Background: an optimization exercise with open tools, aiming at small area, a short achievable clock period and few clock cycles. Do not read the settings as production practice. Only simulation tests tie the RTL to the original design; equivalence was not proved.

// ControladorRedimensionamento
module ControladorRedimensionamento #(
    parameter LARGURA_ORIG = 320,
    parameter ALTURA_ORIG  = 240,
    parameter MAX_LARGURA  = 640,
    parameter MAX_ALTURA   = 480
)(
    input  wire        clk,
    input  wire        rst,
    input  wire        start,
    input  wire [1:0]  algoritmo,
    input  wire [1:0]  zoom_select,
    input  wire [7:0]  pixel_in,
    input  wire [7:0]  red_pixel,
    input  wire [8:0]  janela_x_inicio,
    input  wire [7:0]  janela_y_inicio,
    input  wire [10:0] janela_largura,
    input  wire [9:0]  janela_altura,
    output reg  [16:0] rom_addr,
    output reg  [16:0] ram_addr,
    output reg  [7:0]  pixel_out,
    output reg         wren,
    output reg         done
);
Settings: LEC_CHECK=0, ABC_AREA=1, CAP_MARGIN=20, CORE_MARGIN=2, CORE_UTILIZATION=40, CTS_BUF_LIST=sky130_fd_sc_hd__clkbuf_16, CTS_CLUSTER_DIAMETER=100, CTS_CLUSTER_SIZE=20, SLEW_MARGIN=20; clock period 85.0 ns.
standard.sh (not shown) runs the stock make flow with config.mk's settings and CLKGATE_MAP_FILE= SYNTH_SCRIPT=/design/flow/synth_recipe.tcl, a recipe that flattens the netlist after the stock synthesis.
==> flow/flow/run.sh <==
#!/bin/bash
# Layout flow: the standard ORFS flow (standard.sh, all steps), except
# that the buffers buffer_ports puts on every input and output port are
# sky130_fd_sc_hd__buf_1 cells. The make output goes to standard_flow.log;
# ORFS keeps each step's own log under orfs/logs/.
set -euo pipefail
cd "$(dirname "${BASH_SOURCE[0]}")/.."
export BUFFER_PORTS_ARGS="-buffer_cell sky130_fd_sc_hd__buf_1"
bash standard.sh > standard_flow.log 2>&1
Testbench counts at the start, summed over its fixed seeds: cycles 327,894.
Next try:
--- a/flow/design.v
+++ b/flow/design.v
@@ -117,29 +117,27 @@
     reg [1:0] estado;
     wire in_da = (estado == S_DA);
     wire is_nr  = ~p_alg[0];           
     wire is_rep = ~p_alg[1];           
     wire is_avg = p_alg[1];            
     reg [9:0] a_xa, a_ya, a_xr, a_yr;
     reg       a_dxy, a_dj;
     reg [9:0] b_xa, b_ya, b_xr, b_yr;
     reg       b_dxy, b_dj;
     reg       a_nn, b_v;
-    reg       fresh;                   
     wire [9:0] c_xa = a_xa;
     wire [9:0] c_ya = a_ya;
     wire [9:0] c_xr = a_xr;
     wire [9:0] c_yr = a_yr;
     wire       c_dxy = a_dxy;
     wire       c_dj = a_dj;
     wire       swap = (estado == S_IDLE) & st_r & is_nr & (a_nn == is_rep);
-    wire       a_ld = (estado == S_IDLE) & (swap | fresh);    
     wire [9:0] xa_off, ya_off;
     wire       ge_x, ge_y, lim_x, lim_y;
     rc_add #(10) u_xoff (.a(c_xa), .b(~offx), .ci(1'b1), .s(xa_off), .co(ge_x));
     rc_add #(10) u_yoff (.a(c_ya), .b(~offy), .ci(1'b1), .s(ya_off), .co(ge_y));
     rc_ge  #(10) u_xlim (.a(xa_off), .b(lfx), .ge(lim_x));
     rc_ge  #(10) u_ylim (.a(ya_off), .b(lfy), .ge(lim_y));
     wire       s_dxy = ge_x & ~lim_x & ge_y & ~lim_y;    
     wire       s_dj  = c_dxy;
     wire [9:0] s_xr = c_dj ? xa_off : c_xr;
     wire [9:0] s_yr = c_dj ? ya_off : c_yr;
@@ -213,54 +211,60 @@
     wire       r_lastb = lx_last & ly_last;
     wire       r_final = r_lastb & bx_last & by_last;
     wire [9:0] yrow = k2 ? {gY, lY} : {1'b0, gY, lY[0]};
     wire [9:0] xcol = k2 ? {gX[7:0], lX} : {gX[8:0], lX[0]};
     wire       slow   = p_h[7];
     wire       w_dec  = t3v & t3l;
     wire       r_ok   = ~rdone & ~(slow & (t1l | t2l));
     wire       w_lastop = rdone & ~t1v & ~t2v;
     wire [11:0] sum;
     wire        nc10;
-    rc_add #(12) u_sum (.a(acc), .b({4'd0, rp & {8{t3v}}}), .ci(1'b0), .s(sum), .co(nc10));
+    rc_add #(12) u_sum (.a(acc), .b({4'd0, rp}), .ci(1'b0), .s(sum), .co(nc10));
     wire [7:0]  avg = k2 ? sum[11:4] : sum[9:2];
     wire [9:0] mul_a = in_da ? yrow : c_yr;
     wire [9:0] mul_c = in_da ? xcol : c_xr;
     wire [16:0] maddr;
     mul_acc u_mul (.a(mul_a), .b(lfx), .c(mul_c), .y(maddr));
     always @(posedge clk or posedge rst) begin
         if (rst) begin
             estado <= S_IDLE;
             done <= 1'b0;
             wren <= 1'b0;
-            fresh <= 1'b1;
+            a_xa <= 0; a_ya <= 0; a_xr <= 0; a_yr <= 0;
+            a_dxy <= 0; a_dj <= 0;
             a_nn <= 1'b0;
             b_v <= 1'b0;
         end else begin
             done <= 1'b0;
             case (estado)
                 S_IDLE: begin
                     wren <= 1'b0;
-                    fresh <= 1'b0;
                     if (swap) begin
+                        a_xa <= b_xa & {10{b_v}}; a_ya <= b_ya & {10{b_v}};
+                        a_xr <= b_xr & {10{b_v}}; a_yr <= b_yr & {10{b_v}};
+                        a_dxy <= b_dxy & b_v; a_dj <= b_dj & b_v;
                         a_nn <= ~a_nn;
                         b_v <= 1'b1;
                     end
                     if (st_r) begin
                         if (is_nr)
                             estado <= S_NR;
                         else if (p_k == 2'd0)
                             done <= 1'b1;           
                         else
                             estado <= S_DA;
                     end
                 end
                 S_NR: begin
+                    a_xa <= ax; a_ya <= ay;
+                    a_dxy <= s_dxy; a_dj <= s_dj;
+                    a_xr <= s_xr; a_yr <= s_yr;
                     wren <= dW;
                     if (g_last) estado <= S_DRAIN;
                 end
                 S_DRAIN: begin
                     wren <= dW;
                     done <= 1'b1;
                     estado <= S_IDLE;
                 end
                 S_DA: begin
                     wren <= w_dec;
@@ -268,43 +272,35 @@
                         done <= 1'b1;
                         estado <= S_IDLE;
                     end
                 end
             endcase
         end
     end
     reg [11:0] acc_n;
     reg        rdone_n, t1v_n, t1l_n;
     always @* begin
-        acc_n   = t3l ? 12'd0 : sum;
-        rdone_n = rdone | (~w_dec & r_ok & r_final);
+        acc_n   = t3v ? (t3l ? 12'd0 : sum) : acc;
+        rdone_n = rdone;
         t1v_n   = 1'b0;
         t1l_n   = 1'b0;
         if (!w_dec && r_ok) begin
             t1v_n = 1'b1;
             t1l_n = r_lastb;
+            if (r_final) rdone_n = 1'b1;
         end
     end
     always @(posedge clk) begin
         if (swap) begin
             b_xa <= a_xa; b_ya <= a_ya; b_xr <= a_xr; b_yr <= a_yr;
             b_dxy <= a_dxy; b_dj <= a_dj;
         end
-        if (a_ld) begin
-            a_xa <= b_xa & {10{b_v}}; a_ya <= b_ya & {10{b_v}};
-            a_xr <= b_xr & {10{b_v}}; a_yr <= b_yr & {10{b_v}};
-            a_dxy <= b_dxy & b_v; a_dj <= b_dj & b_v;
-        end else if (estado == S_NR) begin
-            a_xa <= ax; a_ya <= ay;
-            a_dxy <= s_dxy; a_dj <= s_dj;
-            a_xr <= s_xr; a_yr <= s_yr;
-        end
         ram_addr  <= (in_da & ~w_dec) ? maddr : dA;
         pixel_out <= in_da ? (is_avg ? avg : rp) : pixel_in;
         dW  <= 1'b0;
         t3l <= 1'b0;
         t1e <= bx_last;
         t2e <= t1e;
         t3e <= t2e;
         rom_addr <= rom_next;
         case (estado)
             S_IDLE: begin
Result:
- global-route usage is higher by 0.52 points
- setup slack degrades by 0.035 ns
- worst hold slack degrades by 0.0062 ns
- core utilization is lower by 0.33 points
- routed wire length is higher by 2.3%
- final area is higher by 1.4%
Testbench counts after the change, summed over its fixed seeds: cycles 327,894.

========
ControladorRedimensionamento, a different RTL version from the one above (not shown whole).
Size: about 1,800 cells after synthesis, about 15,000 sq um of cells after synthesis.
## ControladorRedimensionamento
module ControladorRedimensionamento #(
    parameter LARGURA_ORIG = 320,
    parameter ALTURA_ORIG  = 240,
    parameter MAX_LARGURA  = 640,
    parameter MAX_ALTURA   = 480
)(
    input  wire        clk,
    input  wire        rst,
    input  wire        start,
    input  wire [1:0]  algoritmo,
    input  wire [1:0]  zoom_select,
    input  wire [7:0]  pixel_in,
    input  wire [7:0]  red_pixel,
    input  wire [8:0]  janela_x_inicio,
    input  wire [7:0]  janela_y_inicio,
    input  wire [10:0] janela_largura,
    input  wire [9:0]  janela_altura,
    output reg  [16:0] rom_addr,
    output reg  [16:0] ram_addr,
    output reg  [7:0]  pixel_out,
    output reg         wren,
    output reg         done
);
export LEC_CHECK = 0
export ABC_AREA = 1
export CAP_MARGIN = 20
export CORE_MARGIN = 2
export CORE_UTILIZATION = 40
export CTS_BUF_LIST = sky130_fd_sc_hd__clkbuf_16
export CTS_CLUSTER_DIAMETER = 100
export CTS_CLUSTER_SIZE = 20
export SLEW_MARGIN = 20
create_clock -name core_clock -period 85.0 [get_ports {clk}]
Scripts as last shown in full above: flow/flow/run.sh
Testbench counts at the start, summed over its fixed seeds: cycles 327,894.
Edit:
--- a/flow/design.v
+++ b/flow/design.v
@@ -112,30 +112,34 @@
     wire [9:0]  offx = cropx ? {uxm, lax[6:1]} : 10'd0;
     wire [9:0]  lfx  = cropx ? 10'd640 : lax[9:0];
     wire [9:0]  offy = cropy ? {1'b0, uym, lay[4:1]} : 10'd0;
     wire [9:0]  lfy  = cropy ? 10'd480 : lay;
     localparam S_IDLE = 2'd0, S_NR = 2'd1, S_DRAIN = 2'd2, S_DA = 2'd3;
     reg [1:0] estado;
     wire in_da = (estado == S_DA);
     wire is_nr  = ~p_alg[0];           
     wire is_rep = ~p_alg[1];           
     wire is_avg = p_alg[1];            
-    reg [9:0] r_xa, r_ya, r_xr, r_yr;
-    reg       r_dxy, r_dj;
-    reg [9:0] n_xa, n_ya, n_xr, n_yr;
-    reg       n_dxy, n_dj;
-    wire [9:0] c_xa = is_rep ? r_xa : n_xa;
-    wire [9:0] c_ya = is_rep ? r_ya : n_ya;
-    wire [9:0] c_xr = is_rep ? r_xr : n_xr;
-    wire [9:0] c_yr = is_rep ? r_yr : n_yr;
-    wire       c_dxy = is_rep ? r_dxy : n_dxy;
-    wire       c_dj = is_rep ? r_dj : n_dj;
+    reg [9:0] a_xa, a_ya, a_xr, a_yr;
+    reg       a_dxy, a_dj;
+    reg [9:0] b_xa, b_ya, b_xr, b_yr;
+    reg       b_dxy, b_dj;
+    reg       a_nn, b_v;
+    reg       fresh;                   
+    wire [9:0] c_xa = a_xa;
+    wire [9:0] c_ya = a_ya;
+    wire [9:0] c_xr = a_xr;
+    wire [9:0] c_yr = a_yr;
+    wire       c_dxy = a_dxy;
+    wire       c_dj = a_dj;
+    wire       swap = (estado == S_IDLE) & st_r & is_nr & (a_nn == is_rep);
+    wire       a_ld = (estado == S_IDLE) & (swap | fresh);    
     wire [9:0] xa_off, ya_off;
     wire       ge_x, ge_y, lim_x, lim_y;
     rc_add #(10) u_xoff (.a(c_xa), .b(~offx), .ci(1'b1), .s(xa_off), .co(ge_x));
     rc_add #(10) u_yoff (.a(c_ya), .b(~offy), .ci(1'b1), .s(ya_off), .co(ge_y));
     rc_ge  #(10) u_xlim (.a(xa_off), .b(lfx), .ge(lim_x));
     rc_ge  #(10) u_ylim (.a(ya_off), .b(lfy), .ge(lim_y));
     wire       s_dxy = ge_x & ~lim_x & ge_y & ~lim_y;    
     wire       s_dj  = c_dxy;
     wire [9:0] s_xr = c_dj ? xa_off : c_xr;
     wire [9:0] s_yr = c_dj ? ya_off : c_yr;
@@ -220,48 +224,43 @@
     wire [7:0]  avg = k2 ? sum[11:4] : sum[9:2];
     wire [9:0] mul_a = in_da ? yrow : c_yr;
     wire [9:0] mul_c = in_da ? xcol : c_xr;
     wire [16:0] maddr;
     mul_acc u_mul (.a(mul_a), .b(lfx), .c(mul_c), .y(maddr));
     always @(posedge clk or posedge rst) begin
         if (rst) begin
             estado <= S_IDLE;
             done <= 1'b0;
             wren <= 1'b0;
-            r_xa <= 0; r_ya <= 0; r_xr <= 0; r_yr <= 0;
-            r_dxy <= 0; r_dj <= 0;
-            n_xa <= 0; n_ya <= 0; n_xr <= 0; n_yr <= 0;
-            n_dxy <= 0; n_dj <= 0;
+            fresh <= 1'b1;
+            a_nn <= 1'b0;
+            b_v <= 1'b0;
         end else begin
             done <= 1'b0;
             case (estado)
                 S_IDLE: begin
                     wren <= 1'b0;
+                    fresh <= 1'b0;
+                    if (swap) begin
+                        a_nn <= ~a_nn;
+                        b_v <= 1'b1;
+                    end
                     if (st_r) begin
                         if (is_nr)
                             estado <= S_NR;
                         else if (p_k == 2'd0)
                             done <= 1'b1;           
                         else
                             estado <= S_DA;
                     end
                 end
                 S_NR: begin
-                    if (is_rep) begin
-                        r_xa <= ax; r_ya <= ay;
-                        r_dxy <= s_dxy; r_dj <= s_dj;
-                        r_xr <= s_xr; r_yr <= s_yr;
-                    end else begin
-                        n_xa <= ax; n_ya <= ay;
-                        n_dxy <= s_dxy; n_dj <= s_dj;
-                        n_xr <= s_xr; n_yr <= s_yr;
-                    end
                     wren <= dW;
                     if (g_last) estado <= S_DRAIN;
                 end
                 S_DRAIN: begin
                     wren <= dW;
                     done <= 1'b1;
                     estado <= S_IDLE;
                 end
                 S_DA: begin
                     wren <= w_dec;
@@ -280,20 +279,33 @@
         rdone_n = rdone;
         t1v_n   = 1'b0;
         t1l_n   = 1'b0;
         if (!w_dec && r_ok) begin
             t1v_n = 1'b1;
             t1l_n = r_lastb;
             if (r_final) rdone_n = 1'b1;
         end
     end
     always @(posedge clk) begin
+        if (swap) begin
+            b_xa <= a_xa; b_ya <= a_ya; b_xr <= a_xr; b_yr <= a_yr;
+            b_dxy <= a_dxy; b_dj <= a_dj;
+        end
+        if (a_ld) begin
+            a_xa <= b_xa & {10{b_v}}; a_ya <= b_ya & {10{b_v}};
+            a_xr <= b_xr & {10{b_v}}; a_yr <= b_yr & {10{b_v}};
+            a_dxy <= b_dxy & b_v; a_dj <= b_dj & b_v;
+        end else if (estado == S_NR) begin
+            a_xa <= ax; a_ya <= ay;
+            a_dxy <= s_dxy; a_dj <= s_dj;
+            a_xr <= s_xr; a_yr <= s_yr;
+        end
         ram_addr  <= (in_da & ~w_dec) ? maddr : dA;
         pixel_out <= in_da ? (is_avg ? avg : rp) : pixel_in;
         dW  <= 1'b0;
         t3l <= 1'b0;
         t1e <= bx_last;
         t2e <= t1e;
         t3e <= t2e;
         rom_addr <= rom_next;
         case (estado)
             S_IDLE: begin
Clock-buffer cell count rose by 1.
Critical path depth stays the same.
Setup slack got worse by 35 ps.
Register-to-register slack got worse by 740 ps.
Worst hold slack improved by 3.6 ps.
Non-clock buffer count fell by 2.
Testbench counts after the change, summed over its fixed seeds: cycles 327,894.

[afterwards: timing with drivers on the ports]
The flow's constraints put no driver on any port. The routed layouts listed below were extracted and timed again, unchanged, in two steps.
Step 1: set_driving_cell puts a clkbuf_16 on clk and a buf_2 on each other input, an assumption about the parent block.
Step 2 adds t to the input delays and takes it off the output delays; t is the mean of the earliest and latest rising clock arrival at the registers after step 1. Input paths then give back, and output paths get back, about the clock's delay inside the block.
Three values: no drivers, after step 1, after step 2; two values: the first two.
| run | shift t [ns] | setup WS [ns] | latest minus earliest clock arrival (ns) | slew at the worst register clock pin (ns) |
|---|---|---|---|---|
| the first run of note 1 | 0.536 | 66.939 / 66.890 / 67.426 | 0.052 / 0.052 | 0.10 / 0.10 |
| the second run of note 1 | 0.540 | 66.904 / 66.853 / 67.234 | 0.027 / 0.027 | 0.10 / 0.10 |
| the first run of note 2 | 0.551 | 66.918 / 66.866 / 66.804 | 0.018 / 0.018 | 0.09 / 0.09 |
| the second run of note 2 | 0.542 | 66.883 / 66.833 / 67.376 | 0.025 / 0.025 | 0.10 / 0.10 |
After both steps every run listed still meets setup and hold. For the first run of note 2, which loses most, drivers alone change the setup slack by -0.052 ns; drivers and shift together by -0.114 ns. Setup slack includes reset recovery checks.
